From an optimization exercise on the open Yosys and OpenROAD flow, aimed at small area and a short achievable clock period; shortcuts taken in it are not production practice. RTL that was checked went through simulation tests only; none was proved equivalent to the original. No functional check of the RTL was part of run 4.

--- flow/config.mk ---
export PLATFORM = sky130hd
export DESIGN_NAME = MAC_25
export DESIGN_NICKNAME = MAC_25
export VERILOG_FILES = /design/flow/design.v
export SDC_FILE = /design/flow/constraint.sdc
export NUM_CORES = 4
export LEC_CHECK = 0
export CAP_MARGIN = 20
export CORE_MARGIN = 2
export CORE_UTILIZATION = 40
export SETUP_SLACK_MARGIN = 2.5
export SLEW_MARGIN = 20
--- flow/constraint.sdc ---
create_clock -name core_clock -period 12.0 [get_ports {sys_clk}]
set_input_delay 2.4000 -clock core_clock [delete_from_list [all_inputs] [get_ports {sys_clk}]]
set_output_delay 2.4000 -clock core_clock [all_outputs]
set_load 0.01 [all_outputs]
--- flow/design.v ---
module MAC_25(
    input         sys_clk,
    input         sys_en,
    input         rst_n,
    input  [7:0]  data_in_a,
    input         sign_data_in_a,
    input  [7:0]  data_in_b,
    output [15:0] mul_output,
    output [24:0] mac_output
);
    wire [64:0] pp;
    wire [15:0] ra, rb, prod;
    wire [24:0] acc_next;
    reg  [24:0] acc;
    mac_pp u_pp(.data_in_a(data_in_a), .sign_data_in_a(sign_data_in_a), .data_in_b(data_in_b), .pp(pp));
    mac_tree u_tree(.pp(pp), .ra(ra), .rb(rb));
    mac_cpa u_cpa(.ra(ra), .rb(rb), .prod(prod));
    mac_acc u_acc(.sys_en(sys_en), .acc(acc), .prod(prod), .acc_next(acc_next));
    assign mul_output = prod;
    always @(posedge sys_clk or negedge rst_n) begin
        if (!rst_n)
            acc <= 25'd0;
        else
            acc <= acc_next;
    end
    assign mac_output = acc;
endmodule
module mac_pp(input [7:0] data_in_a, input sign_data_in_a, input [7:0] data_in_b, output [64:0] pp);
    wire [7:0] a = data_in_a;
    wire       t = sign_data_in_a;
    wire       bz = |data_in_b[6:0];
    wire [7:0] bp = {data_in_b[7] & bz, data_in_b[6:0]} ^ {8{t}};
    wire       sel1 = data_in_b[0];
    wire       sel2 = t & ~data_in_b[0];
    wire pp0_0 = (sel1 & a[0]);
    wire pp0_1 = (sel1 & a[1]) | (sel2 & a[0]);
    wire pp0_2 = (sel1 & a[2]) | (sel2 & a[1]);
    wire pp0_3 = (sel1 & a[3]) | (sel2 & a[2]);
    wire pp0_4 = (sel1 & a[4]) | (sel2 & a[3]);
    wire pp0_5 = (sel1 & a[5]) | (sel2 & a[4]);
    wire pp0_6 = (sel1 & a[6]) | (sel2 & a[5]);
    wire pp0_7 = (sel1 & a[7]) | (sel2 & a[6]);
    wire pp0_8 = (sel2 & a[7]);
    wire pp1_0 = a[0] & bp[1];
    wire pp1_1 = a[1] & bp[1];
    wire pp1_2 = a[2] & bp[1];
    wire pp1_3 = a[3] & bp[1];
    wire pp1_4 = a[4] & bp[1];
    wire pp1_5 = a[5] & bp[1];
    wire pp1_6 = a[6] & bp[1];
    wire pp1_7 = a[7] & bp[1];
    wire pp2_0 = a[0] & bp[2];
    wire pp2_1 = a[1] & bp[2];
    wire pp2_2 = a[2] & bp[2];
    wire pp2_3 = a[3] & bp[2];
    wire pp2_4 = a[4] & bp[2];
    wire pp2_5 = a[5] & bp[2];
    wire pp2_6 = a[6] & bp[2];
    wire pp2_7 = a[7] & bp[2];
    wire pp3_0 = a[0] & bp[3];
    wire pp3_1 = a[1] & bp[3];
    wire pp3_2 = a[2] & bp[3];
    wire pp3_3 = a[3] & bp[3];
    wire pp3_4 = a[4] & bp[3];
    wire pp3_5 = a[5] & bp[3];
    wire pp3_6 = a[6] & bp[3];
    wire pp3_7 = a[7] & bp[3];
    wire pp4_0 = a[0] & bp[4];
    wire pp4_1 = a[1] & bp[4];
    wire pp4_2 = a[2] & bp[4];
    wire pp4_3 = a[3] & bp[4];
    wire pp4_4 = a[4] & bp[4];
    wire pp4_5 = a[5] & bp[4];
    wire pp4_6 = a[6] & bp[4];
    wire pp4_7 = a[7] & bp[4];
    wire pp5_0 = a[0] & bp[5];
    wire pp5_1 = a[1] & bp[5];
    wire pp5_2 = a[2] & bp[5];
    wire pp5_3 = a[3] & bp[5];
    wire pp5_4 = a[4] & bp[5];
    wire pp5_5 = a[5] & bp[5];
    wire pp5_6 = a[6] & bp[5];
    wire pp5_7 = a[7] & bp[5];
    wire pp6_0 = a[0] & bp[6];
    wire pp6_1 = a[1] & bp[6];
    wire pp6_2 = a[2] & bp[6];
    wire pp6_3 = a[3] & bp[6];
    wire pp6_4 = a[4] & bp[6];
    wire pp6_5 = a[5] & bp[6];
    wire pp6_6 = a[6] & bp[6];
    wire pp6_7 = a[7] & bp[6];
    wire nbp7 = ~bp[7];
    wire pp7_0 = ~a[0] | nbp7;
    wire pp7_1 = ~a[1] | nbp7;
    wire pp7_2 = ~a[2] | nbp7;
    wire pp7_3 = ~a[3] | nbp7;
    wire pp7_4 = ~a[4] | nbp7;
    wire pp7_5 = ~a[5] | nbp7;
    wire pp7_6 = ~a[6] | nbp7;
    wire pp7_7 = ~a[7] | nbp7;
    assign pp = {pp7_7, pp7_6, pp6_7, pp7_5, pp6_6, pp5_7, pp7_4, pp6_5, pp5_6, pp4_7, pp7_3, pp6_4, pp5_5, pp4_6, pp3_7, pp7_2, pp6_3, pp5_4, pp4_5, pp3_6, pp2_7, pp7_1, pp6_2, pp5_3, pp4_4, pp3_5, pp2_6, pp1_7, pp0_8, pp7_0, pp6_1, pp5_2, pp4_3, pp3_4, pp2_5, pp1_6, pp0_7, pp6_0, pp5_1, pp4_2, pp3_3, pp2_4, pp1_5, pp0_6, pp5_0, pp4_1, pp3_2, pp2_3, pp1_4, pp0_5, pp4_0, pp3_1, pp2_2, pp1_3, pp0_4, pp3_0, pp2_1, pp1_2, pp0_3, pp2_0, pp1_1, pp0_2, pp1_0, pp0_1, pp0_0};
endmodule
module mac_tree(input [64:0] pp, output [15:0] ra, output [15:0] rb);
    wire pp0_0 = pp[0];
    wire pp0_1 = pp[1];
    wire pp1_0 = pp[2];
    wire pp0_2 = pp[3];
    wire pp1_1 = pp[4];
    wire pp2_0 = pp[5];
    wire pp0_3 = pp[6];
    wire pp1_2 = pp[7];
    wire pp2_1 = pp[8];
    wire pp3_0 = pp[9];
    wire pp0_4 = pp[10];
    wire pp1_3 = pp[11];
    wire pp2_2 = pp[12];
    wire pp3_1 = pp[13];
    wire pp4_0 = pp[14];
    wire pp0_5 = pp[15];
    wire pp1_4 = pp[16];
    wire pp2_3 = pp[17];
    wire pp3_2 = pp[18];
    wire pp4_1 = pp[19];
    wire pp5_0 = pp[20];
    wire pp0_6 = pp[21];
    wire pp1_5 = pp[22];
    wire pp2_4 = pp[23];
    wire pp3_3 = pp[24];
    wire pp4_2 = pp[25];
    wire pp5_1 = pp[26];
    wire pp6_0 = pp[27];
    wire pp0_7 = pp[28];
    wire pp1_6 = pp[29];
    wire pp2_5 = pp[30];
    wire pp3_4 = pp[31];
    wire pp4_3 = pp[32];
    wire pp5_2 = pp[33];
    wire pp6_1 = pp[34];
    wire pp7_0 = pp[35];
    wire pp0_8 = pp[36];
    wire pp1_7 = pp[37];
    wire pp2_6 = pp[38];
    wire pp3_5 = pp[39];
    wire pp4_4 = pp[40];
    wire pp5_3 = pp[41];
    wire pp6_2 = pp[42];
    wire pp7_1 = pp[43];
    wire pp2_7 = pp[44];
    wire pp3_6 = pp[45];
    wire pp4_5 = pp[46];
    wire pp5_4 = pp[47];
    wire pp6_3 = pp[48];
    wire pp7_2 = pp[49];
    wire pp3_7 = pp[50];
    wire pp4_6 = pp[51];
    wire pp5_5 = pp[52];
    wire pp6_4 = pp[53];
    wire pp7_3 = pp[54];
    wire pp4_7 = pp[55];
    wire pp5_6 = pp[56];
    wire pp6_5 = pp[57];
    wire pp7_4 = pp[58];
    wire pp5_7 = pp[59];
    wire pp6_6 = pp[60];
    wire pp7_5 = pp[61];
    wire pp6_7 = pp[62];
    wire pp7_6 = pp[63];
    wire pp7_7 = pp[64];
    wire s1 = pp0_2 ^ pp1_1 ^ pp2_0;
    wire c2 = (pp0_2 & pp1_1) | (pp0_2 & pp2_0) | (pp1_1 & pp2_0);
    wire s3 = pp0_3 ^ pp1_2 ^ pp2_1;
    wire c4 = (pp0_3 & pp1_2) | (pp0_3 & pp2_1) | (pp1_2 & pp2_1);
    wire s5 = pp3_0 ^ c2 ^ s3;
    wire c6 = (pp3_0 & c2) | (pp3_0 & s3) | (c2 & s3);
    wire s7 = pp0_4 ^ pp1_3 ^ pp2_2;
    wire c8 = (pp0_4 & pp1_3) | (pp0_4 & pp2_2) | (pp1_3 & pp2_2);
    wire s9 = pp3_1 ^ pp4_0 ^ c4;
    wire c10 = (pp3_1 & pp4_0) | (pp3_1 & c4) | (pp4_0 & c4);
    wire s11 = s7 ^ c6 ^ s9;
    wire c12 = (s7 & c6) | (s7 & s9) | (c6 & s9);
    wire s13 = pp0_5 ^ pp1_4 ^ pp2_3;
    wire c14 = (pp0_5 & pp1_4) | (pp0_5 & pp2_3) | (pp1_4 & pp2_3);
    wire s15 = pp3_2 ^ pp4_1 ^ pp5_0;
    wire c16 = (pp3_2 & pp4_1) | (pp3_2 & pp5_0) | (pp4_1 & pp5_0);
    wire s17 = c8 ^ s13 ^ s15;
    wire c18 = (c8 & s13) | (c8 & s15) | (s13 & s15);
    wire s19 = c10 ^ s17 ^ c12;
    wire c20 = (c10 & s17) | (c10 & c12) | (s17 & c12);
    wire s21 = pp0_6 ^ pp1_5 ^ pp2_4;
    wire c22 = (pp0_6 & pp1_5) | (pp0_6 & pp2_4) | (pp1_5 & pp2_4);
    wire s23 = pp3_3 ^ pp4_2 ^ pp5_1;
    wire c24 = (pp3_3 & pp4_2) | (pp3_3 & pp5_1) | (pp4_2 & pp5_1);
    wire s25 = pp6_0 ^ c14 ^ c16;
    wire c26 = (pp6_0 & c14) | (pp6_0 & c16) | (c14 & c16);
    wire s27 = s21 ^ s23 ^ c18;
    wire c28 = (s21 & s23) | (s21 & c18) | (s23 & c18);
    wire s29 = s25 ^ s27;
    wire c30 = s25 & s27;
    wire s31 = 1'b1 ^ pp0_7 ^ pp1_6;
    wire c32 = (1'b1 & pp0_7) | (1'b1 & pp1_6) | (pp0_7 & pp1_6);
    wire s33 = pp2_5 ^ pp3_4 ^ pp4_3;
    wire c34 = (pp2_5 & pp3_4) | (pp2_5 & pp4_3) | (pp3_4 & pp4_3);
    wire s35 = pp5_2 ^ pp6_1 ^ c22;
    wire c36 = (pp5_2 & pp6_1) | (pp5_2 & c22) | (pp6_1 & c22);
    wire s37 = c24 ^ s31 ^ s33;
    wire c38 = (c24 & s31) | (c24 & s33) | (s31 & s33);
    wire s39 = c26 ^ pp7_0 ^ s35;
    wire c40 = (c26 & pp7_0) | (c26 & s35) | (pp7_0 & s35);
    wire s41 = s37 ^ c28 ^ s39;
    wire c42 = (s37 & c28) | (s37 & s39) | (c28 & s39);
    wire s43 = pp0_8 ^ pp1_7 ^ pp2_6;
    wire c44 = (pp0_8 & pp1_7) | (pp0_8 & pp2_6) | (pp1_7 & pp2_6);
    wire s45 = pp3_5 ^ pp4_4 ^ pp5_3;
    wire c46 = (pp3_5 & pp4_4) | (pp3_5 & pp5_3) | (pp4_4 & pp5_3);
    wire s47 = pp6_2 ^ c32 ^ c34;
    wire c48 = (pp6_2 & c32) | (pp6_2 & c34) | (c32 & c34);
    wire s49 = s43 ^ s45 ^ c36;
    wire c50 = (s43 & s45) | (s43 & c36) | (s45 & c36);
    wire s51 = c38 ^ pp7_1 ^ s47;
    wire c52 = (c38 & pp7_1) | (c38 & s47) | (pp7_1 & s47);
    wire s53 = c40 ^ s49 ^ s51;
    wire c54 = (c40 & s49) | (c40 & s51) | (s49 & s51);
    wire s55 = pp2_7 ^ pp3_6 ^ pp4_5;
    wire c56 = (pp2_7 & pp3_6) | (pp2_7 & pp4_5) | (pp3_6 & pp4_5);
    wire s57 = pp5_4 ^ pp6_3 ^ c44;
    wire c58 = (pp5_4 & pp6_3) | (pp5_4 & c44) | (pp6_3 & c44);
    wire s59 = c46 ^ s55 ^ c48;
    wire c60 = (c46 & s55) | (c46 & c48) | (s55 & c48);
    wire s61 = pp7_2 ^ s57 ^ c50;
    wire c62 = (pp7_2 & s57) | (pp7_2 & c50) | (s57 & c50);
    wire s63 = c52 ^ s59 ^ s61;
    wire c64 = (c52 & s59) | (c52 & s61) | (s59 & s61);
    wire s65 = pp3_7 ^ pp4_6 ^ pp5_5;
    wire c66 = (pp3_7 & pp4_6) | (pp3_7 & pp5_5) | (pp4_6 & pp5_5);
    wire s67 = pp6_4 ^ c56 ^ s65;
    wire c68 = (pp6_4 & c56) | (pp6_4 & s65) | (c56 & s65);
    wire s69 = c58 ^ pp7_3 ^ s67;
    wire c70 = (c58 & pp7_3) | (c58 & s67) | (pp7_3 & s67);
    wire s71 = c60 ^ s69 ^ c62;
    wire c72 = (c60 & s69) | (c60 & c62) | (s69 & c62);
    wire s73 = pp4_7 ^ pp5_6 ^ pp6_5;
    wire c74 = (pp4_7 & pp5_6) | (pp4_7 & pp6_5) | (pp5_6 & pp6_5);
    wire s75 = c66 ^ s73 ^ c68;
    wire c76 = (c66 & s73) | (c66 & c68) | (s73 & c68);
    wire s77 = pp7_4 ^ c70 ^ s75;
    wire c78 = (pp7_4 & c70) | (pp7_4 & s75) | (c70 & s75);
    wire s79 = pp5_7 ^ pp6_6 ^ c74;
    wire c80 = (pp5_7 & pp6_6) | (pp5_7 & c74) | (pp6_6 & c74);
    wire s81 = pp7_5 ^ s79 ^ c76;
    wire c82 = (pp7_5 & s79) | (pp7_5 & c76) | (s79 & c76);
    wire s83 = pp6_7 ^ c80 ^ pp7_6;
    wire c84 = (pp6_7 & c80) | (pp6_7 & pp7_6) | (c80 & pp7_6);
    assign ra = {1'b1, pp7_7, s83, c78, s77, c64, c54, c42, c30, c20, s19, s11, s5, s1, pp0_1, pp0_0};
    assign rb = {1'b0, c84, c82, s81, c72, s71, s63, s53, s41, s29, 1'b0, 1'b0, 1'b0, 1'b0, pp1_0, 1'b0};
endmodule
module mac_cpa(input [15:0] ra, input [15:0] rb, output [15:0] prod);
    wire [15:0] g85 = ra & rb;
    wire [15:0] p86 = ra ^ rb;
    wire G87 = g85[1] | (p86[1] & g85[0]);
    wire P88 = p86[1] & p86[0];
    wire G89 = g85[3] | (p86[3] & g85[2]);
    wire P90 = p86[3] & p86[2];
    wire G91 = g85[5] | (p86[5] & g85[4]);
    wire P92 = p86[5] & p86[4];
    wire G93 = g85[7] | (p86[7] & g85[6]);
    wire P94 = p86[7] & p86[6];
    wire G95 = g85[9] | (p86[9] & g85[8]);
    wire P96 = p86[9] & p86[8];
    wire G97 = g85[11] | (p86[11] & g85[10]);
    wire P98 = p86[11] & p86[10];
    wire G99 = g85[13] | (p86[13] & g85[12]);
    wire P100 = p86[13] & p86[12];
    wire G101 = g85[15] | (p86[15] & g85[14]);
    wire P102 = p86[15] & p86[14];
    wire G103 = g85[2] | (p86[2] & G87);
    wire P104 = p86[2] & P88;
    wire G105 = G89 | (P90 & G87);
    wire P106 = P90 & P88;
    wire G107 = g85[6] | (p86[6] & G91);
    wire P108 = p86[6] & P92;
    wire G109 = G93 | (P94 & G91);
    wire P110 = P94 & P92;
    wire G111 = g85[10] | (p86[10] & G95);
    wire P112 = p86[10] & P96;
    wire G113 = G97 | (P98 & G95);
    wire P114 = P98 & P96;
    wire G115 = g85[14] | (p86[14] & G99);
    wire P116 = p86[14] & P100;
    wire G117 = G101 | (P102 & G99);
    wire P118 = P102 & P100;
    wire G119 = g85[4] | (p86[4] & G105);
    wire P120 = p86[4] & P106;
    wire G121 = G91 | (P92 & G105);
    wire P122 = P92 & P106;
    wire G123 = G107 | (P108 & G105);
    wire P124 = P108 & P106;
    wire G125 = G109 | (P110 & G105);
    wire P126 = P110 & P106;
    wire G127 = g85[12] | (p86[12] & G113);
    wire P128 = p86[12] & P114;
    wire G129 = G99 | (P100 & G113);
    wire P130 = P100 & P114;
    wire G131 = G115 | (P116 & G113);
    wire P132 = P116 & P114;
    wire G133 = G117 | (P118 & G113);
    wire P134 = P118 & P114;
    wire G135 = g85[8] | (p86[8] & G125);
    wire P136 = p86[8] & P126;
    wire G137 = G95 | (P96 & G125);
    wire P138 = P96 & P126;
    wire G139 = G111 | (P112 & G125);
    wire P140 = P112 & P126;
    wire G141 = G113 | (P114 & G125);
    wire P142 = P114 & P126;
    wire G143 = G127 | (P128 & G125);
    wire P144 = P128 & P126;
    wire G145 = G129 | (P130 & G125);
    wire P146 = P130 & P126;
    wire G147 = G131 | (P132 & G125);
    wire P148 = P132 & P126;
    wire G149 = G133 | (P134 & G125);
    wire P150 = P134 & P126;
    assign prod = p86 ^ {G147, G145, G143, G141, G139, G137, G135, G125, G123, G121, G119, G105, G103, G87, g85[0], 1'b0};
endmodule
module mac_acc(input sys_en, input [24:0] acc, input [15:0] prod, output [24:0] acc_next);
    wire [15:0] pg = prod & {16{sys_en}};
    wire cy16;
    wire [15:0] lo_sum;
    wire [15:0] g151 = acc[15:0] & pg;
    wire [15:0] p152 = acc[15:0] ^ pg;
    wire G153 = g151[1] | (p152[1] & g151[0]);
    wire G154 = g151[2] | (p152[2] & G153);
    wire G155 = g151[3] | (p152[3] & G154);
    wire G156 = g151[4] | (p152[4] & G155);
    wire G157 = g151[5] | (p152[5] & G156);
    wire G158 = g151[6] | (p152[6] & G157);
    wire G159 = g151[7] | (p152[7] & G158);
    wire G160 = g151[9] | (p152[9] & g151[8]);
    wire P161 = p152[9] & p152[8];
    wire G162 = g151[11] | (p152[11] & g151[10]);
    wire P163 = p152[11] & p152[10];
    wire G164 = g151[13] | (p152[13] & g151[12]);
    wire P165 = p152[13] & p152[12];
    wire G166 = g151[15] | (p152[15] & g151[14]);
    wire P167 = p152[15] & p152[14];
    wire G168 = g151[10] | (p152[10] & G160);
    wire P169 = p152[10] & P161;
    wire G170 = G162 | (P163 & G160);
    wire P171 = P163 & P161;
    wire G172 = g151[14] | (p152[14] & G164);
    wire P173 = p152[14] & P165;
    wire G174 = G166 | (P167 & G164);
    wire P175 = P167 & P165;
    wire G176 = g151[12] | (p152[12] & G170);
    wire P177 = p152[12] & P171;
    wire G178 = G164 | (P165 & G170);
    wire P179 = P165 & P171;
    wire G180 = G172 | (P173 & G170);
    wire P181 = P173 & P171;
    wire G182 = G174 | (P175 & G170);
    wire P183 = P175 & P171;
    wire G184 = g151[8] | (p152[8] & G159);
    wire G185 = G160 | (P161 & G159);
    wire G186 = G168 | (P169 & G159);
    wire G187 = G170 | (P171 & G159);
    wire G188 = G176 | (P177 & G159);
    wire G189 = G178 | (P179 & G159);
    wire G190 = G180 | (P181 & G159);
    wire G191 = G182 | (P183 & G159);
    assign lo_sum = p152 ^ {G190, G189, G188, G187, G186, G185, G184, G159, G158, G157, G156, G155, G154, G153, g151[0], 1'b0};
    assign cy16 = G191;
    assign acc_next[15:0] = lo_sum;
    wire inc = cy16 & ~pg[15];
    wire dec = pg[15] & ~cy16;
    wire [8:0] hi = acc[24:16];
    wire [8:0] ones, zeros;
    assign ones[0] = 1'b1;
    assign zeros[0] = 1'b1;
    assign ones[1] = ones[0] & hi[0];
    assign zeros[1] = zeros[0] & ~hi[0];
    assign ones[2] = ones[1] & hi[1];
    assign zeros[2] = zeros[1] & ~hi[1];
    assign ones[3] = ones[2] & hi[2];
    assign zeros[3] = zeros[2] & ~hi[2];
    assign ones[4] = ones[3] & hi[3];
    assign zeros[4] = zeros[3] & ~hi[3];
    assign ones[5] = ones[4] & hi[4];
    assign zeros[5] = zeros[4] & ~hi[4];
    assign ones[6] = ones[5] & hi[5];
    assign zeros[6] = zeros[5] & ~hi[5];
    assign ones[7] = ones[6] & hi[6];
    assign zeros[7] = zeros[6] & ~hi[6];
    assign ones[8] = ones[7] & hi[7];
    assign zeros[8] = zeros[7] & ~hi[7];
    assign acc_next[24:16] = hi ^ (({9{inc}} & ones) | ({9{dec}} & zeros));
endmodule
--- flow/flow/run.sh ---
#!/bin/bash
set -euo pipefail
sed 's/yosys synth -nofsm -noshare/yosys synth -nofsm -noshare -noabc/' synth_recipe.tcl > my_synth.tcl
bash standard.sh "SYNTH_SCRIPT=$PWD/my_synth.tcl" "BUFFER_PORTS_ARGS=-buffer_cell sky130_fd_sc_hd__buf_1" finish > standard.log 2>&1
--- flow/standard.sh ---
#!/bin/bash
# synth_recipe.tcl (not shown) runs the flow's synth.tcl, then flattens the netlist and writes it again
# the make line also repeats each setting of config.mk as NAME=value (left out here)
make -C /OpenROAD-flow-scripts/flow DESIGN_CONFIG=/design/flow/config.mk WORK_HOME=/design/flow/orfs CLKGATE_MAP_FILE= SYNTH_SCRIPT=/design/flow/synth_recipe.tcl "${@:-finish}"
==> results of run 1 <==
==> cell type report <==
class | count | share of cell area
multi-input cells | 279 | 0.714
well taps | 105 | 0.0355
inverters | 5 | 0.00507
flip-flops and latches | 25 | 0.169
clock inverters | 1 | 0.00135
clock buffers | 3 | 0.0112
repair buffers | 61 | 0.0636
==> logic make-up (layout without fill, tap and decap cells) <==
kind of cell,after synthesis,in the layout,share of synthesized area
AND/OR/NAND/NOR,127,127,0.217
adder cells (fa/ha/maj),74,74,0.389
AO/OA/AOI/OAI,45,45,0.0953
XOR/XNOR,29,29,0.0764
flip-flops,25,25,0.188
buffers and inverters,14,70,0.0215
multiplexers,4,4,0.0120
==> cells in the final DEF (no fill, tap or decap), drive strengths merged, types with 2 or more instances in the layout <==
master / synthesis / layout
nand4: 2 / 2
ha: 25 / 25
xnor2: 16 / 16
nand2: 17 / 17
a22o: 6 / 6
fa: 49 / 49
nand3: 6 / 6
o21ai: 5 / 5
nor3: 7 / 7
buf: 4 / 60
nor2: 11 / 11
a21oi: 11 / 11
a31oi: 3 / 3
and3: 4 / 4
nand2b: 4 / 4
dfrtp: 25 / 25
nor2b: 3 / 3
clkbuf: 5 / 4
a21o: 2 / 2
inv: 5 / 5
or3: 2 / 2
o21a: 6 / 6
and2: 61 / 61
nor4: 2 / 2
mux2i: 4 / 4
or2: 4 / 4
a2111oi: 2 / 2
xor2: 13 / 13
==> through the flow <==
stage	cell area, um2	hold WS, ns	setup WS (ns)
2_1_floorplan	3320	0.504	2.97
3_3_place_gp	3630	0.455	2.53
3_5_place_dp	3630	0.458	2.44
4_1_cts	3690	0.477	2.51
5_1_grt	3700	0.522	2.54
6_report	3700	0.476	2.83
==> synthesized netlist by cell type, types with 2 or more instances <==
master	n	area, um2
a21o_1	2	15.0
a21oi_1	11	55.1
a22o_1	6	52.6
a31oi_1	3	18.8
and2_1	61	382
and3_1	4	25.0
buf_4	3	22.5
clkbuf_1	5	18.8
dfrtp_1	25	626
fa_1	49	981
ha_1	25	313
inv_1	5	18.8
mux2i_1	4	40.0
nand2_1	17	63.8
nand2b_1	4	25.0
nand3_1	6	30.0
nand4_1	2	12.5
nor2_1	11	41.3
nor2b_1	3	18.8
nor3_1	7	35.0
nor4_1	2	12.5
o21a_1	6	45.0
o21ai_0	5	25.0
or2_2	4	25.0
or3_1	2	12.5
xnor2_1	16	140
xor2_1	13	114
==> per-layer routing <==
layer  GRT usage  share of wire  wire length (um)  vias to the layer above
met5           0              0                 0                        -
met4      0.0278         0.0072                49                        0
met3      0.0285          0.033               225                        5
met2       0.274           0.50              3370                       36
li1            -              -                 -                     1200
met1       0.225           0.46              3140                     1191
==> worst reg2reg max path, stage by stage, from the launching register on <==
cell and delay (ns):
dfrtp_1 0.39, ha_1 0.22, fa_1 0.42, fa_1 0.43, fa_1 0.42, fa_1 0.43, fa_1 0.43, fa_1 0.43
fa_1 0.45, a21oi_1 0.27, o211ai_1 0.19, o22ai_1 0.29, o21a_1 0.18, ha_1 0.18, or4b_4 0.51, or3_1 0.39
mux2i_1 0.18, xor2_1 0.15
==> what timing repair did <==
action,in CTS,in global routing
resized for setup,2,5
endpoints found under the setup margin,1,7
cloned,0,0
==> worst max-delay path by stage <==
stage / endpoint / slack (ns) / depth (start not counted)
finish: mul_output[14] / 2.83 / 14
floorplan: mul_output[15] / 2.97 / 13
global placement: mul_output[15] / 2.53 / 14
CTS: mul_output[14] / 2.51 / 14
global route: mul_output[15] / 2.54 / 13
detailed placement: acc[24]$_DFF_PN0_ / 2.44 / 21
==> results.cfg, run 1 <==
[clocking]
post_cts_buffers = 0
cts_buffers = 3
holdBufCountCts = 0
htreeDepth = 1
clockRootBuffer = clkbuf_8
clkTransAtPathRegs_ns = 0.09
clk_latency_ns = 0.28
clockBufferDepth = 2
tritoncts = built
clock-sinks = 25

[synthesis]
synthCells = 318
ys_types = 44
synthesis.area_mm2 = 0.00332
synth_warnings = 1
synthFlopType = dfrtp_1
seq_area_frac_synth = 0.188
syn_nets = 412
synth_area_per_cell_um2 = 10.5
yosys_register_bits = 25
synth_edf_count = 0
synthArstFlopShare = 1.00

[worst_hold_path]
whs_path_depth = 1
holdPathEnd = acc[24]$_DFF_PN0_
hp-start = acc[24]$_DFF_PN0_
hold_path_class = reg -> reg

[critical_path]
cp-start-kind = input pin
cp_common_cell = fa_1
cp.arrival_ns = 6.77
r2r_cells = 17
max_stage_delay_ns = 0.49
crit_type = in -> out
r2r_slack_ns = 5.99
cp-startpoint = sign_data_in_a
cp-end-kind = output port
r2r-end = acc[24]$_DFF_PN0_
crit_buf_inv = 2
crit_family = adder cells
critPathMaxFanout = 8
critPathSlowestCell = fa_1
r2r_start = acc[0]$_DFF_PN0_
crit_chain = clkbuf_2, xor2_1, and2_1, fa_1, fa_1, fa_1, fa_1, fa_1, ha_1, a21oi_1, o21ai_1, a2111oi_1, nor3_1, buf_1
critPathRequiredTime_ns = 9.60

[run]
maxCapViolations = 0

[final_layout]
num_antenna_cells = 0
drive_gt1_frac = 0.0455
area_growth_pct = 11.3
multiInputGateArea_mm2 = 0.00264
fin_util = 0.455
ff_latch_area_um2 = 626
fin_cells = 479
fin_nets = 469
top_register = acc
largestRegisters = acc (25)
filler_cell_count = 786
largest_reg_flops = 25

[floorplanning]
die_h_um = 95.2
io_pins = 61
die_w_um = 95.2
start_util = 0.409
die-area_mm2 = 0.00905
rows = 33
core_mm2 = 0.00813

[place]
port_buffers = 60
gp_congestion = 0.801
placedCellCount = 475
hpwlAfterDp_mm = 5.72

[global_routing]
grt_overflow_total = 0
grt_max_degree = 26
grt_usage = 0.163
grt_pass1_vias = 2496
antenna_found_initial = 0
grt_first_pass_wirelength_mm = 11.7

[route]
wl_per_cell_um = 14.2
drt_wl_total_mm = 6.79
drc = 0
drtIter0Drc = 76
route.vias.total = 2432
ant_nets = 0
via_per_inst = 5.08
firstDrtPassIters = 4

[timing]
tns_ns = 0
worst_slew_pin_slew_ns = 0.732
max_slew_margin = 0.509
layout_min_cycle_time_ns = 9.17
finalSetupViolCount = 0
skew_ns = 0.00570
slew_violations = 0
final.period_utilization = 0.764
rsz0062_at_grt = false
final_hold_viol_count = 0
fmax_mhz = 109

[status]
run_status = no timing/DRC/antenna violations
==> run 2: changes to the inputs <==
==> flow/flow/run.sh (replaced) <==
#!/bin/bash
set -euo pipefail
sed 's/yosys synth -nofsm -noshare/yosys synth -nofsm -noshare -noabc/' synth_recipe.tcl > my_synth.tcl
bash standard.sh "SYNTH_SCRIPT=$PWD/my_synth.tcl" "BUFFER_PORTS_ARGS=-buffer_cell sky130_fd_sc_hd__buf_1"  finish > standard.log 2>&1
--- a/flow/config.mk
+++ b/flow/config.mk
@@ -8,5 +8,5 @@
 export CAP_MARGIN = 20
 export CORE_MARGIN = 2
 export CORE_UTILIZATION = 40
-export SETUP_SLACK_MARGIN = 2.5
+export SETUP_SLACK_MARGIN = 2.75
 export SLEW_MARGIN = 20
==> results.cfg, run 2 <==
[status]
run_status = no timing/DRC/antenna violations

[global_routing]
grt_overflow_total = 0
grt_max_degree = 26
antenna_found_initial = 0
grt_first_pass_wirelength_mm = 11.7
grt_pass1_vias = 2490
grt_usage = 0.163

[critical_path]
r2r_slack_ns = 6.08
critPathRequiredTime_ns = 9.60
max_stage_delay_ns = 0.49
cp-start-kind = input pin
cp.arrival_ns = 6.66
cp-startpoint = sign_data_in_a
critPathMaxFanout = 8
critPathSlowestCell = fa_1
crit_chain = clkbuf_4, xor2_2, and2_1, fa_1, fa_1, fa_1, fa_1, fa_1, ha_1, a21oi_1, o21ai_2, a221o_1, nor3_1, buf_1
r2r_cells = 17
cp-end-kind = output port
r2r-end = acc[24]$_DFF_PN0_
r2r_start = acc[0]$_DFF_PN0_
crit_type = in -> out
cp_common_cell = fa_1

[synthesis]
yosysTopAreaCell = fa_1
synth.mux.area_fraction = 0.0120
synthXorXnorAreaFrac = 0.0764
synthesis.area_mm2 = 0.00332
synthSimpleGateAreaFrac = 0.217
synth_warnings = 1
yosys_register_bits = 25
netlist.area_leader.share = 0.295
synth_compound_area_frac = 0.0953
synth.area.top_cells = fa_1 (30%), dfrtp_1 (19%), and2_1 (11%), ha_1 (9.4%), xnor2_1 (4.2%)
yosysMostFrequentCell = and2_1
synth_fa_ha_area_frac = 0.389
synth_common_cells = and2_1 (61), fa_1 (49), dfrtp_1 (25), ha_1 (25), nand2_1 (17)
syn_nets = 412
synth_top_family_by_area = adder cells
synthArstFlopShare = 1.00
ys_types = 44
synthCells = 318
seq_area_frac_synth = 0.188
synth_edf_count = 0
synthFlopType = dfrtp_1
synth_area_per_cell_um2 = 10.5

[route]
dr_wl_met3_um = 223
ant_nets = 0
topRoutingLayerUsed = met4
wl_met2_mm = 3.45
drc = 0
drtIter0Drc = 71
via_per_inst = 5.14
drt_wl_total_mm = 6.90
wl_per_cell_um = 14.4
route.vias.total = 2462
wl_met1_mm = 3.16
firstDrtPassIters = 4

[timing]
rsz0062_at_grt = true
tns_ns = 0
skew_ns = 0.00549
finalSetupViolCount = 0
layout_min_cycle_time_ns = 9.06
slew_violations = 0
final_hold_viol_count = 0
max_slew_margin = 0.493
fmax_mhz = 110
final.period_utilization = 0.755
worst_slew_pin_slew_ns = 0.755

[final_layout]
drive_gt1_frac = 0.0695
top_register = acc
most-common-layout-cells = and2_1 (61), buf_1 (58), fa_1 (49)
largestRegisters = acc (25)
final_common_cell = and2_1
num_antenna_cells = 0
ff_latch_area_um2 = 626
multiInputGateArea_mm2 = 0.00271
area_growth_pct = 13.5
fin_util = 0.464
fin_nets = 469
filler_cell_count = 779
largest_reg_flops = 25

[place]
hpwlAfterDp_mm = 5.72
gp_congestion = 0.801
port_buffers = 60

[floorplanning]
core_mm2 = 0.00813
die-area_mm2 = 0.00905
rows = 33
die_w_um = 95.2
start_util = 0.409
io_pins = 61
die_h_um = 95.2

[worst_hold_path]
holdPathEnd = acc[24]$_DFF_PN0_
whs_path_depth = 1
hold_path_class = reg -> reg
hp-start = acc[24]$_DFF_PN0_

[clocking]
clkTransAtPathRegs_ns = 0.09
clock-sinks = 25
clockRootBuffer = clkbuf_8
post_cts_buffers = 0
cts_buffers = 3
clk_latency_ns = 0.28
htreeDepth = 1
clockBufferDepth = 2
tritoncts = built

[run]
maxCapViolations = 0
run 2: cell counts after synthesis:
Identical to the previous run, type by type.
run 2: worst max-delay path by stage:
stage / cells after the start / end / slack [ns]
after floorplan: 13 / mul_output[15] / 2.97
after CTS: 14 / mul_output[15] / 2.77
final: 14 / mul_output[14] / 2.94
after global routing: 14 / mul_output[14] / 2.73
after detailed placement: 21 / acc[24]$_DFF_PN0_ / 2.44
after global placement: 14 / mul_output[15] / 2.53
run 2: final cells by class:
type	instances	area share
sequential	25	0.166
timing repair buffer	61	0.0630
multi-input combinational	279	0.719
tap	105	0.0348
clock inverter	1	0.00133
inverter	5	0.00498
clock buffer	3	0.0109
run 2: kinds of logic (layout without fill, tap and decap cells):
logic type	after synthesis	count (layout)
simple gates	127	127
flops	25	25
buf+inv	14	70
compound gates	45	45
fa+ha+maj	74	74
xor+xnor	29	29
mux	4	4
run 2: critical path, delay by kind of cell:
| family | cells | cell delay, ns |
|---|---|---|
| buffers and inverters | 2 | 0.37 |
| xor gates and xnor gates | 1 | 0.24 |
| AOI/OAI and AO/OA | 3 | 0.75 |
| and+or+nand+nor | 2 | 0.36 |
| adders and majority gates | 6 | 2.53 |
run 2: repair_timing:
action / 4_1_cts / 5_1_grt
hold buffers: 0 / 0
resized for setup: 4 / 15
setup endpoints to repair: 4 / 7
pin swaps: 0 / 1
run 2: metal layers:
layer / track usage / up-vias
li1: - / 1194
met1: 0.225 / 1219
met2: 0.273 / 42
met3: 0.0285 / 7
met4: 0.0278 / 0
met5: 0 / -
run 2: stage by stage:
step / hold slack, ns / cells / setup slack [ns] / area [um2]
3_3_place_gp: 0.455 / 475 / 2.53 / 3630
6_report: 0.476 / 479 / 2.94 / 3770
3_5_place_dp: 0.458 / 475 / 2.44 / 3630
5_1_grt: 0.522 / 479 / 2.73 / 3770
4_1_cts: 0.477 / 479 / 2.77 / 3690
2_1_floorplan: 0.504 / 318 / 2.97 / 3320
==> run 3: changes to the inputs <==
==> flow/flow/run.sh (replaced) <==
#!/bin/bash
set -euo pipefail
sed 's/yosys synth -nofsm -noshare/yosys synth -nofsm -noshare -noabc/' synth_recipe.tcl > my_synth.tcl
bash standard.sh "SYNTH_SCRIPT=$PWD/my_synth.tcl" "BUFFER_PORTS_ARGS=-buffer_cell sky130_fd_sc_hd__buf_1" "SETUP_MOVE_SEQUENCE=unbuffer,sizeup,swap" finish > standard.log 2>&1
--- a/flow/config.mk
+++ b/flow/config.mk
@@ -8,5 +8,5 @@
 export CAP_MARGIN = 20
 export CORE_MARGIN = 2
 export CORE_UTILIZATION = 40
-export SETUP_SLACK_MARGIN = 2.75
+export SETUP_SLACK_MARGIN = 3.0
 export SLEW_MARGIN = 20
==> results.cfg, run 3 <==
[global_routing]
grt_overflow_total = 0
grt_first_pass_wirelength_mm = 11.8
antenna_found_initial = 0
grt_pass1_vias = 2525
grt_usage = 0.165
grt_max_degree = 26

[synthesis]
synth_area_per_cell_um2 = 10.5
synthesis.area_mm2 = 0.00332
synthFlopType = dfrtp_1
syn_nets = 412
yosys_register_bits = 25
synth.area.top_cells = fa_1 (30%), dfrtp_1 (19%), and2_1 (11%), ha_1 (9.4%), xnor2_1 (4.2%)
yosysMostFrequentCell = and2_1
synthArstFlopShare = 1.00
synth_edf_count = 0
ys_types = 44
synthCells = 318
seq_area_frac_synth = 0.188
netlist.area_leader.share = 0.295
synth_common_cells = and2_1 (61), fa_1 (49), dfrtp_1 (25), ha_1 (25), nand2_1 (17)
synth_warnings = 1
yosysTopAreaCell = fa_1

[floorplanning]
core_mm2 = 0.00813
die_h_um = 95.2
die_w_um = 95.2
start_util = 0.409
io_pins = 61
rows = 33
die-area_mm2 = 0.00905

[final_layout]
filler_cell_count = 775
largest_reg_flops = 25
fin_nets = 469
num_antenna_cells = 0
fin_cells = 479
largestRegisters = acc (25)
area_growth_pct = 17.4
most-common-layout-cells = and2_1 (61), buf_1 (55), fa_1 (48)
top_register = acc
drive_gt1_frac = 0.102
final_common_cell = and2_1

[worst_hold_path]
hold_path_class = reg -> reg

[place]
gp_congestion = 0.817
placedCellCount = 475
port_buffers = 60
hpwlAfterDp_mm = 5.77

[timing]
skew_ns = 0.0142
finalSetupViolCount = 0
worst_slew_pin_slew_ns = 0.651
max_slew_margin = 0.566
layout_min_cycle_time_ns = 8.87
fmax_mhz = 113
rsz0062_at_grt = true
final_hold_viol_count = 0
tns_ns = 0
slew_violations = 0
final.period_utilization = 0.739

[critical_path]
crit_family = adder cells
cp_common_cell = fa_1
cp.arrival_ns = 6.47
crit_buf_inv = 2
critPathRequiredTime_ns = 9.60
cp-end-kind = output port
crit_type = in -> out
critPathMaxFanout = 8
cp-start-kind = input pin
crit_chain = buf_6, xor2_4, and2_1, fa_1, fa_1, fa_1, fa_1, ha_4, a21o_1, a31o_2, fa_1, xor2_2, clkbuf_2
max_stage_delay_ns = 0.60
critPathSlowestCell = fa_1

[route]
firstDrtPassIters = 4
drc = 0
wl_per_cell_um = 14.8
ant_nets = 0
drtIter0Drc = 57
drt_wl_total_mm = 7.07
route.vias.total = 2539
via_per_inst = 5.30

[clocking]
htreeDepth = 1
clkTransAtPathRegs_ns = 0.10
clk_latency_ns = 0.27
clock-sinks = 25
clockBufferDepth = 2
clockRootBuffer = clkbuf_8
cts_buffers = 3
post_cts_buffers = 0
tritoncts = built

[run]
maxCapViolations = 0

[status]
run_status = no timing/DRC/antenna violations
run 3: metrics by stage:
stage	instance area (um2)	hold slack, ns	utilization	worst slack (ns)
5_1_grt	3900	0.515	0.479	2.99
2_1_floorplan	3320	0.504	-	3.07
4_1_cts	3760	0.477	0.463	3.03
3_3_place_gp	3630	0.455	0.447	2.53
3_5_place_dp	3630	0.459	0.447	2.42
6_report	3900	0.476	0.479	3.13
run 3: kinds of logic after synthesis:
| logic type | Yosys count | share of synthesized area |
|---|---|---|
| compound gates | 45 | 0.0953 |
| xor+xnor | 29 | 0.0764 |
| fa+ha+maj | 74 | 0.389 |
| buf+inv | 14 | 0.0215 |
| flops | 25 | 0.188 |
| mux | 4 | 0.0120 |
| simple gates | 127 | 0.217 |
run 3: path summary, 6_finish.rpt:
path	cells after the start	start	endpoint	slack, ns
max	13	sign_data_in_a	mul_output[9]	3.13
min	1	acc[24]$_DFF_PN0_	acc[24]$_DFF_PN0_	0.48
max reg2reg	17	acc[0]$_DFF_PN0_	acc[24]$_DFF_PN0_	6.16
min reg2reg	1	acc[24]$_DFF_PN0_	acc[24]$_DFF_PN0_	0.48
max in group asynchronous	2	rst_n	acc[21]$_DFF_PN0_	9.64
min in group asynchronous	2	rst_n	acc[9]$_DFF_PN0_	2.10
run 3: area by class of cell:
cell class / count / area (um2) / area share
Clock buffer: 3 / 41.3 / 0.0106
Multi-Input combinational cell: 279 / 2830 / 0.726
Clock inverter: 1 / 5.00 / 0.00128
Sequential cell: 25 / 626 / 0.160
Tap cell: 105 / 131 / 0.0337
Timing Repair Buffer: 61 / 245 / 0.0629
Inverter: 5 / 18.8 / 0.00481
run 3: what timing repair did:
item                                    in CTS  in global routing
endpoints found under the setup margin      11                 11
pin swaps                                    1                  6
gates resized for setup                     18                 19
cloned                                       0                  0
hold buffers                                 0                  0
run 3: metal layers:
layer | wire [um] | share of wire | track usage | vias to the layer above
li1 | - | - | - | 1197
met1 | 3090 | 0.44 | 0.224 | 1282
met2 | 3670 | 0.52 | 0.280 | 50
met3 | 222 | 0.031 | 0.0300 | 10
met4 | 95 | 0.013 | 0.0278 | 0
met5 | 0 | 0 | 0 | -
==> run 4: changes to the inputs <==
--- a/flow/design.v
+++ b/flow/design.v
@@ -333,8 +333,8 @@
     wire G155 = g151[3] | (p152[3] & G154);
     wire G156 = g151[4] | (p152[4] & G155);
     wire G157 = g151[5] | (p152[5] & G156);
-    wire G158 = g151[6] | (p152[6] & G157);
-    wire G159 = g151[7] | (p152[7] & G158);
+    wire G158 = g151[7] | (p152[7] & g151[6]);
+    wire P159 = p152[7] & p152[6];
     wire G160 = g151[9] | (p152[9] & g151[8]);
     wire P161 = p152[9] & p152[8];
     wire G162 = g151[11] | (p152[11] & g151[10]);
@@ -343,32 +343,38 @@
     wire P165 = p152[13] & p152[12];
     wire G166 = g151[15] | (p152[15] & g151[14]);
     wire P167 = p152[15] & p152[14];
-    wire G168 = g151[10] | (p152[10] & G160);
-    wire P169 = p152[10] & P161;
-    wire G170 = G162 | (P163 & G160);
-    wire P171 = P163 & P161;
-    wire G172 = g151[14] | (p152[14] & G164);
-    wire P173 = p152[14] & P165;
-    wire G174 = G166 | (P167 & G164);
-    wire P175 = P167 & P165;
-    wire G176 = g151[12] | (p152[12] & G170);
-    wire P177 = p152[12] & P171;
-    wire G178 = G164 | (P165 & G170);
-    wire P179 = P165 & P171;
+    wire G168 = g151[8] | (p152[8] & G158);
+    wire P169 = p152[8] & P159;
+    wire G170 = G160 | (P161 & G158);
+    wire P171 = P161 & P159;
+    wire G172 = g151[12] | (p152[12] & G162);
+    wire P173 = p152[12] & P163;
+    wire G174 = G164 | (P165 & G162);
+    wire P175 = P165 & P163;
+    wire G176 = g151[10] | (p152[10] & G170);
+    wire P177 = p152[10] & P171;
+    wire G178 = G162 | (P163 & G170);
+    wire P179 = P163 & P171;
     wire G180 = G172 | (P173 & G170);
     wire P181 = P173 & P171;
     wire G182 = G174 | (P175 & G170);
     wire P183 = P175 & P171;
-    wire G184 = g151[8] | (p152[8] & G159);
-    wire G185 = G160 | (P161 & G159);
-    wire G186 = G168 | (P169 & G159);
-    wire G187 = G170 | (P171 & G159);
-    wire G188 = G176 | (P177 & G159);
-    wire G189 = G178 | (P179 & G159);
-    wire G190 = G180 | (P181 & G159);
-    wire G191 = G182 | (P183 & G159);
-    assign lo_sum = p152 ^ {G190, G189, G188, G187, G186, G185, G184, G159, G158, G157, G156, G155, G154, G153, g151[0], 1'b0};
-    assign cy16 = G191;
+    wire G184 = g151[14] | (p152[14] & G182);
+    wire P185 = p152[14] & P183;
+    wire G186 = G166 | (P167 & G182);
+    wire P187 = P167 & P183;
+    wire G188 = g151[6] | (p152[6] & G157);
+    wire G189 = G158 | (P159 & G157);
+    wire G190 = G168 | (P169 & G157);
+    wire G191 = G170 | (P171 & G157);
+    wire G192 = G176 | (P177 & G157);
+    wire G193 = G178 | (P179 & G157);
+    wire G194 = G180 | (P181 & G157);
+    wire G195 = G182 | (P183 & G157);
+    wire G196 = G184 | (P185 & G157);
+    wire G197 = G186 | (P187 & G157);
+    assign lo_sum = p152 ^ {G196, G195, G194, G193, G192, G191, G190, G189, G188, G157, G156, G155, G154, G153, g151[0], 1'b0};
+    assign cy16 = G197;
     assign acc_next[15:0] = lo_sum;
     wire inc = cy16 & ~pg[15];
     wire dec = pg[15] & ~cy16;
==> flow/flow/run.sh (replaced) <==
#!/bin/bash
set -euo pipefail
sed 's/yosys synth -nofsm -noshare/yosys synth -nofsm -noshare -noabc/' synth_recipe.tcl > my_synth.tcl
bash standard.sh "SYNTH_SCRIPT=$PWD/my_synth.tcl" "BUFFER_PORTS_ARGS=-buffer_cell sky130_fd_sc_hd__buf_1" finish > standard.log 2>&1
--- a/flow/config.mk
+++ b/flow/config.mk
@@ -8,5 +8,5 @@
 export CAP_MARGIN = 20
 export CORE_MARGIN = 2
 export CORE_UTILIZATION = 40
-export SETUP_SLACK_MARGIN = 3.0
+export SETUP_SLACK_MARGIN = 2.5
 export SLEW_MARGIN = 20
==> results.cfg, run 4 <==
[critical_path]
crit_family = adder cells
critPathSlowestCell = fa_1
cp.depth = 15
r2r_start = acc[0]$_DFF_PN0_
cp-endpoint = mul_output[15]
critPathRequiredTime_ns = 9.60
r2r_cells = 17
r2r-end = acc[24]$_DFF_PN0_
cp.arrival_ns = 6.90
crit_type = in -> out
crit_chain = clkbuf_2, xor2_2, and2_1, fa_1, fa_1, fa_1, fa_1, fa_1, ha_1, a21oi_1, o21ai_0, a31oi_1, a21oi_1, a21oi_1, buf_1
cp-end-kind = output port
cp_common_cell = fa_1
cp-startpoint = sign_data_in_a
max_stage_delay_ns = 0.49
cp-start-kind = input pin
r2r_slack_ns = 6.75
critPathMaxFanout = 8
crit_buf_inv = 2

[synthesis]
synth_warnings = 1
netlist.area_leader.share = 0.280
ys_types = 48
synthFlopType = dfrtp_1
seq_area_frac_synth = 0.186
synthArstFlopShare = 1.00
synth_edf_count = 0
yosysTopAreaCell = fa_1
synth.area.top_cells = fa_1 (28%), dfrtp_1 (19%), and2_1 (11%), ha_1 (10%), xor2_1 (4.4%)
synthCells = 322
synthesis.area_mm2 = 0.00336
yosysMostFrequentCell = and2_1
synth_common_cells = and2_1 (61), fa_1 (47), ha_1 (27), dfrtp_1 (25)
synth_area_per_cell_um2 = 10.4
yosys_register_bits = 25
syn_nets = 416

[timing]
hold_slack_ns = 0.487
finalSetupViolCount = 0
final.period_utilization = 0.775
rsz0062_at_grt = false
tns_ns = 0
max_slew_margin = 0.598
final_hold_viol_count = 0
layout_min_cycle_time_ns = 9.30
fmax_mhz = 108
slew_violations = 0
final.setup.worst_slack_ns = 2.70
skew_ns = 0.00505
worst_slew_pin_slew_ns = 0.601

[final_layout]
num_antenna_cells = 0
area_growth_pct = 12.1
most-common-layout-cells = and2_1 (61), buf_1 (58), fa_1 (47)
fin_util = 0.461
final_common_cell = and2_1
fin_cells = 484
top_register = acc
largest_reg_flops = 25
drive_gt1_frac = 0.0554
fin_nets = 474
fin_area_mm2 = 0.00377
largestRegisters = acc (25)

[clocking]
cts_buffers = 3
clockBufferDepth = 2
clock-sinks = 25
clockRootBuffer = clkbuf_8
clkTransAtPathRegs_ns = 0.09
post_cts_buffers = 0
htreeDepth = 1
clk_latency_ns = 0.28
tritoncts = built

[global_routing]
grt_usage = 0.158
grt_pass1_vias = 2401
grt_first_pass_wirelength_mm = 11.3
antenna_found_initial = 0
grt_overflow_total = 0
grt_max_degree = 26

[place]
place_area_mm2 = 0.00368
port_buffers = 60
pre_cts_ws_ns = 2.46
placedCellCount = 480
gp_congestion = 0.800
hpwlAfterDp_mm = 5.74

[floorplanning]
die_h_um = 95.7
core_mm2 = 0.00818
die_w_um = 95.7
rows = 33
io_pins = 61
start_util = 0.411
die-area_mm2 = 0.00916

[run]
maxCapViolations = 0

[route]
ant_nets = 0
route.vias.total = 2517
firstDrtPassIters = 4
drc = 0
wl_per_cell_um = 14.4
drtIter0Drc = 85
via_per_inst = 5.20
drt_wl_total_mm = 6.96

[status]
run_status = no timing/DRC/antenna violations

[worst_hold_path]
hold_path_class = reg -> reg
hp-start = acc[24]$_DFF_PN0_
run 4: cell count changes in the layout (fill, tap and decap cells not counted), moves of 4 or more:
cell	before	now
nand2_1	17	13
xor2_4	5	0
xor2_1	6	12
nor2_1	10	17
ha_1	23	27
run 4: what timing repair did:
action / in CTS / in global routing
setup endpoints to repair: 0 / 9
hold buffers: 0 / 0
gates resized for setup: 0 / 8
run 4: layer usage:
| metal | up-vias | share of wire | global-route usage |
|---|---|---|---|
| li1 | 1199 | - | - |
| met1 | 1267 | 0.45 | 0.229 |
| met2 | 45 | 0.50 | 0.258 |
| met3 | 6 | 0.044 | 0.0251 |
| met4 | 0 | 0.0086 | 0.0226 |
| met5 | - | 0 | 0 |
run 4: kinds of logic (layout without fill, tap and decap cells):
group,count (synthesis),after routing,synth area share
AO/OA/AOI/OAI,46,46,0.0990
multiplexers,3,3,0.00893
flip-flops,25,25,0.186
AND/OR/NAND/NOR,124,124,0.214
adder cells (fa/ha/maj),74,74,0.380
XOR/XNOR,33,33,0.0882
buffers and inverters,17,74,0.0234
run 4: final cells by class:
class | instances | area (um2)
fillers | 791 | 4400
multi-input cells | 280 | 2700
flip-flops and latches | 25 | 626
repair buffers | 61 | 235
well taps | 105 | 131
clock buffers | 3 | 41.3
inverters | 9 | 33.8
clock inverters | 1 | 5.00
run 4: how the worst min path moves through the flow:
stage / endpoint / slack, ns / cells past startpoint
detailed placement: acc[24]$_DFF_PN0_ / 0.49 / 1
global placement: acc[24]$_DFF_PN0_ / 0.46 / 1
global route: acc[24]$_DFF_PN0_ / 0.52 / 1
finish: acc[24]$_DFF_PN0_ / 0.49 / 1
floorplan: acc[24]$_DFF_PN0_ / 0.51 / 1
CTS: acc[24]$_DFF_PN0_ / 0.50 / 1
run 4: worst reg2reg max path: stages (launching register included):
cell	delay (ns)
dfrtp_1	0.40
ha_1	0.22
fa_1	0.42
fa_1	0.43
fa_1	0.43
fa_1	0.42
fa_1	0.46
a211oi_1	0.32
nor3_1	0.13
nor3_1	0.37
a21oi_1	0.19
a21oi_1	0.19
ha_1	0.20
nor4b_2	0.24
nand2b_1	0.15
nor4_1	0.28
mux2i_1	0.14
xnor2_1	0.15

[re-timing with driven ports]
How much do the figures lean on ideal ports? The routed layouts below were timed once more, with nothing changed but the port constraints. Step 1: set_driving_cell puts a clkbuf_16 on sys_clk and a buf_2 on each other input, an assumption about the parent block. Step 2 times the ports against the registers' clock, not the clock port: input delays grow and output delays shrink by t, the midpoint of the rising clock arrivals with the driver on. a / b / c = ideal ports / drivers / drivers and shift; a / b = the first two.
run	shift t [ns]	setup WS [ns]	hold slack, ns
run 1	0.304	2.834 / 2.807 / 2.759	0.476 / 0.476 / 0.476
run 2	0.304	2.940 / 2.914 / 2.914	0.476 / 0.476 / 0.476
run 3	0.291	3.131 / 3.098 / 3.048	0.476 / 0.476 / 0.476
run 4	0.299	2.700 / 2.678 / 2.666	0.487 / 0.487 / 0.487
After both steps setup and hold are still met in every run listed. The setup slack of run 3, which loses most, moves by -0.033 ns with the drivers and by -0.083 ns with both steps.
